This is an optimization exercise on Yosys and OpenROAD, whose aim is small area, not a production implementation. Where RTL was checked, it was by simulation tests only, not by an equivalence proof against the original. Power and IR drop assume default switching activity.

Design alog_top, start of the top module:
module alog_top (rstn, clk, buffer_2, buffer_3, reff, head_flag, dout, weight_2_in_0);
clock: 12.0 ns
lec_check: 0
cap_margin: 20
core_margin: 2
core_utilization: 60
cts_cluster_diameter: 60
cts_cluster_size: 24
place_density: 0.7
slew_margin: 20
run.sh (not shown) runs the stock make flow with config.mk's settings and CLKGATE_MAP_FILE= SYNTH_SCRIPT=/design/flow/synth_recipe.tcl, a recipe that flattens the netlist after the stock synthesis.
The baseline went through all stages and came out clean.
Then changed:
--- a/flow/design.v
+++ b/flow/design.v
@@ -8,21 +8,25 @@
 output reg div_state;
 output reg [13:0] result;
 reg [31:0] temp;
 reg [13:0] counter;
 reg [13:0] result_pre;
 wire [32:0] diff = {1'b0, temp} - {1'b0, divisor};
-wire lt = diff[32] & (|divisor);    
+wire lt = diff[32];
 wire gt = ~lt & (|diff[31:0]);
-always @(posedge clk)
-    if (!enable)
+always @(posedge clk or negedge rstn)
+    if (!rstn)
+        temp <= 32'd0;
+    else if (!enable)
         temp <= dividend;
     else if (gt)
         temp <= diff[31:0];
-always @(posedge clk)
-    if (!enable)
+always @(posedge clk or negedge rstn)
+    if (!rstn)
+        counter <= 14'd0;
+    else if (!enable)
         counter <= 14'd0;
     else if (gt)
         counter <= counter + 14'd1;
 always @(posedge clk or negedge rstn)
     if (!rstn)
         result_pre <= 14'd0;
@@ -307,14 +311,16 @@
 wire [13:0] x2_t0, x2_t1, x2_t32, x2_in, x3_t0, x3_t1, x3_t32, x3_in, r_t0;
 wire dwr = jeq0 & ~blk;
 ram_data ram_data_2 (.clk(clk), .rstn(rstn), .shift(shift), .in(buffer_2), .wr(dwr), .in_q(x2_in), .tap0(x2_t0), .tap1(x2_t1), .tap32(x2_t32));
 ram_data ram_data_3 (.clk(clk), .rstn(rstn), .shift(shift), .in(buffer_3), .wr(dwr), .in_q(x3_in), .tap0(x3_t0), .tap1(x3_t1), .tap32(x3_t32));
 ram_data ram_data_r (.clk(clk), .rstn(rstn), .shift(shift), .in(reff), .wr(dwr), .in_q(), .tap0(r_t0), .tap1(), .tap32());
 reg [13:0] reff_31;
-always @(posedge clk)
-    if (jeq31)
+always @(posedge clk or negedge rstn)
+    if (rstn == 0)
+        reff_31 <= 14'd0;
+    else if (jeq31)
         reff_31 <= v32 ? r_t0 : 14'd0;
 reg [13:0] x1;
 always @(posedge clk or negedge rstn)
     if (rstn == 0)
         x1 <= 14'd0;
     else if (shift)
=>
- area after synthesis came out higher by 0.57%
- power stays flat
- setup slack is better by 0.18 ns
- routed wire length came out higher by 1.4%
- worst hold slack barely changes
- final cell count came out higher by 1.2%
No functional check of the RTL was part of the second run of this note.

Another version of the RTL of alog_top (not shown whole).
Size: roughly 11,000 cells after synthesis, ~4,100 flip-flops, ~91 I/O pins, roughly 130,000 um^2 of cells after synthesis.
==> module adaptive_filter, before the edit <==
module adaptive_filter (clk, rstn, shift, x_t0, x_t1, x_in, b_t0, b_t1, b_x1, b_in,
                        a_e, a_ring, a_w0, wv, mac, mac_first, capture, flag_16, e_load, upd_w0, wr_ring,
                        sq_add, sq_sub, nz_load, v32, byp, reff_31, w0, d);
parameter CH2 = 1;
input clk, rstn, shift;
input [13:0] x_t0, x_t1, x_in;
input b_t0, b_t1, b_x1, b_in, a_e, a_ring, a_w0;
input wv, mac, mac_first, capture, flag_16, e_load, upd_w0, wr_ring, sq_add, sq_sub, nz_load, v32, byp;
input [13:0] reff_31;
output [31:0] w0;
output [13:0] d;
reg [13:0] e;
reg [31:0] d_sum, n, sq;
reg flag_n, nz31;
reg [13:0] x1;
reg [31:0] w0_r;
wire [31:0] w_tap;
generate if (CH2) begin : g_x1
    always @(posedge clk or negedge rstn)
        if (rstn == 0)
            x1 <= 14'd0;
        else if (shift)
            x1 <= x_in;
end endgenerate
wire [13:0] b = ({14{b_t0}} & x_t0) | ({14{b_t1}} & x_t1) | ({14{b_in}} & x_in) |
                ((CH2 != 0) ? ({14{b_x1}} & x1) : 14'd0);
wire [31:0] a = ({32{a_ring}} & w_tap) | ((CH2 != 0) ? ({32{a_w0}} & w0_r) : 32'd0) |
                {18'd0, ({14{a_e}} & e) | ({14{sq_add | sq_sub}} & b)};
wire sq_op = sq_add | sq_sub;
wire [36:0] addend = mac ? {(mac_first ? 32'd0 : d_sum), 5'd0} :
                     sq_op ? {5'd0, sq ^ {32{sq_sub}}} : 37'd0;
wire [36:0] p;
mul32x14 mul (.a(a), .b(b), .c(addend), .p(p));
wire [31:0] w_old = ((CH2 != 0) && upd_w0) ? w0_r : (wv ? w_tap : 32'd0);
wire [31:0] w_new = w_old + {7'd0, p[24:0]};
ram_weight ram_weight_1 (.clk(clk), .wr_en(wr_ring), .wr_data(w_new), .byp(byp), .tap(w_tap));
generate if (CH2) begin : g_w0
    always @(posedge clk or negedge rstn)
        if (rstn == 0)
            w0_r <= 32'd0;
        else if (upd_w0)
            w0_r <= w_new;
end endgenerate
assign w0 = w0_r;
always @(posedge clk or negedge rstn)
    if (rstn == 0)
        d_sum <= 32'd0;
    else if (flag_n & mac)
        d_sum <= p[36:5];
always @(posedge clk or negedge rstn)
    if (rstn == 0)
        sq <= 32'd0;
    else if (sq_op)
        sq <= p[31:0] ^ {32{sq_sub}};
always @(posedge clk or negedge rstn)
    if (rstn == 0)
        n <= 32'd0;
    else if (capture & flag_n)
        n <= sq;
always @(posedge clk or negedge rstn)
    if (rstn == 0) begin
        nz31 <= 1'b0;
        flag_n <= 1'b0;
    end else begin
        if (nz_load)
            nz31 <= v32 & (|x_t0);
        if (shift)
            flag_n <= nz31;
    end
wire div_state;
divdiv divdiv_1 (.dividend(d_sum), .divisor(n), .div_state(div_state), .clk(clk), .rstn(rstn),
                 .enable(~flag_16 & flag_n), .result(d));
always @(posedge clk or negedge rstn)
    if (rstn == 0)
        e <= 14'd0;
    else if (div_state & e_load)
        e <= d[13] ? reff_31 + d : reff_31 - d;
endmodule
==> module mul32x14, before the edit <==
module mul32x14 (a, b, c, p);
input [31:0] a;
input [13:0] b;
input [36:0] c;
output [36:0] p;
wire [16:0] bb = {2'b00, b, 1'b0};
wire [33:0] a2 = {1'b0, a, 1'b0};
wire [33:0] a1 = {2'b00, a};
reg [36:0] rows [0:7];
reg [6:0] neg;
reg b0, b1, bm, s1, s2, ng;
reg [33:0] r;
integer i;
always @(*) begin
    for (i = 0; i < 7; i = i + 1) begin
        bm = bb[2*i]; b0 = bb[2*i+1]; b1 = bb[2*i+2];
        s1 = b0 ^ bm;                                 
        s2 = (b1 & ~b0 & ~bm) | (~b1 & b0 & bm);     
        ng = b1 & ~(b0 & bm);                        
        r = (({34{s1}} & a1) | ({34{s2}} & a2)) ^ {34{ng}};
        neg[i] = ng;
        rows[i] = {3'b000, r[32:0]} << (2*i);
    end
    rows[7] = ({37{b[13]}} & {5'd0, a}) << 14;       
end
wire [36:0] negs = {23'd0, neg[6], 1'b0, neg[5], 1'b0, neg[4], 1'b0, neg[3], 1'b0, neg[2], 1'b0, neg[1], 1'b0, neg[0]};
wire [36:0] corr = {neg[0], neg[0], neg[0], neg[0], 33'd0} + {neg[1], neg[1], 35'd0};
assign p = rows[0] + rows[1] + rows[2] + rows[3] + rows[4] + rows[5] + rows[6] + rows[7] + negs + corr + c;
endmodule
==> flow/config.mk <==
export PLATFORM = sky130hd
export DESIGN_NAME = alog_top
export DESIGN_NICKNAME = alog_top
export VERILOG_FILES = /design/flow/design.v
export SDC_FILE = /design/flow/constraint.sdc
export NUM_CORES = 4
export LEC_CHECK = 0
export CAP_MARGIN = 20
export CORE_MARGIN = 2
export CORE_UTILIZATION = 60
export CTS_CLUSTER_DIAMETER = 80
export CTS_CLUSTER_SIZE = 30
export PLACE_DENSITY = 0.7
export SLEW_MARGIN = 20
==> flow/constraint.sdc <==
create_clock -name core_clock -period 12.0 [get_ports {clk}]
set_input_delay 2.4000 -clock core_clock [delete_from_list [all_inputs] [get_ports {clk}]]
set_output_delay 2.4000 -clock core_clock [all_outputs]
set_load 0.01 [all_outputs]
The first run completed without violations.
==> next run, changes <==
--- a/flow/design.v
+++ b/flow/design.v
@@ -73,9 +73,6 @@
 wire [31:0] a = ({32{a_ring}} & w_tap) | ((CH2 != 0) ? ({32{a_w0}} & w0_r) : 32'd0) |
                 {18'd0, ({14{a_e}} & e) | ({14{sq_add | sq_sub}} & b)};
-wire sq_op = sq_add | sq_sub;
-wire [36:0] addend = mac ? {(mac_first ? 32'd0 : d_sum), 5'd0} :
-                     sq_op ? {5'd0, sq ^ {32{sq_sub}}} : 37'd0;
 wire [36:0] p;
-mul32x14 mul (.a(a), .b(b), .c(addend), .p(p));
+mul32x14 mul (.a(a), .b(b), .p(p));
 wire [31:0] w_old = ((CH2 != 0) && upd_w0) ? w0_r : (wv ? w_tap : 32'd0);
 wire [31:0] w_new = w_old + {7'd0, p[24:0]};
@@ -93,10 +90,12 @@
         d_sum <= 32'd0;
     else if (flag_n & mac)
-        d_sum <= p[36:5];
+        d_sum <= (mac_first ? 32'd0 : d_sum) + p[36:5];
 always @(posedge clk or negedge rstn)
     if (rstn == 0)
         sq <= 32'd0;
-    else if (sq_op)
-        sq <= p[31:0] ^ {32{sq_sub}};
+    else if (sq_add)
+        sq <= sq + {4'd0, p[27:0]};
+    else if (sq_sub)
+        sq <= sq - {4'd0, p[27:0]};
 always @(posedge clk or negedge rstn)
     if (rstn == 0)
@@ -123,8 +122,7 @@
         e <= d[13] ? reff_31 + d : reff_31 - d;
 endmodule
-module mul32x14 (a, b, c, p);
+module mul32x14 (a, b, p);
 input [31:0] a;
 input [13:0] b;
-input [36:0] c;
 output [36:0] p;
 wire [16:0] bb = {2'b00, b, 1'b0};
@@ -150,5 +148,5 @@
 wire [36:0] negs = {23'd0, neg[6], 1'b0, neg[5], 1'b0, neg[4], 1'b0, neg[3], 1'b0, neg[2], 1'b0, neg[1], 1'b0, neg[0]};
 wire [36:0] corr = {neg[0], neg[0], neg[0], neg[0], 33'd0} + {neg[1], neg[1], 35'd0};
-assign p = rows[0] + rows[1] + rows[2] + rows[3] + rows[4] + rows[5] + rows[6] + rows[7] + negs + corr + c;
+assign p = rows[0] + rows[1] + rows[2] + rows[3] + rows[4] + rows[5] + rows[6] + rows[7] + negs + corr;
 endmodule
 `timescale 1ns/1ps
After rerunning: Wire length decreases by 6.0%; critical path depth does not change; non-clock buffer count increases by 71; final cell count increases by 3.1%; hold slack improved by 23 ps; worst setup slack got worse by 44 ps; final area increases by about 1.5%; clock-buffer cell count increases by 4; power decreases by 0.50%.
No functional check of the RTL was part of the second run of this note.

[port drivers added, routing unchanged]
No port has a modelled driver above. Below, the same layouts with a new extraction and two added sets of constraints. Step 1 (the two cells are an assumption about what drives the block):
set clk [get_ports {clk}]
set_driving_cell -lib_cell sky130_fd_sc_hd__clkbuf_16 $clk
set_driving_cell -lib_cell sky130_fd_sc_hd__buf_2 [delete_from_list [all_inputs] $clk]
Step 2 times the ports against the registers' clock, not the clock port: input delays grow and output delays shrink by t, the midpoint of the rising clock arrivals with the driver on. Three values: ideal, step 1, step 2; two values: the first two.
run	shift t [ns]	setup slack, ns	worst register clock-pin slew, ns
the first run of note 1	0.977	1.083 / 1.083 / 1.083	0.10 / 0.10
the second run of note 1	0.960	1.266 / 1.266 / 1.266	0.10 / 0.10
the first run of note 2	0.958	0.758 / 0.758 / 0.758	0.11 / 0.11
the second run of note 2	0.950	0.714 / 0.714 / 0.714	0.11 / 0.11
After both steps setup and hold are still met in every run listed.
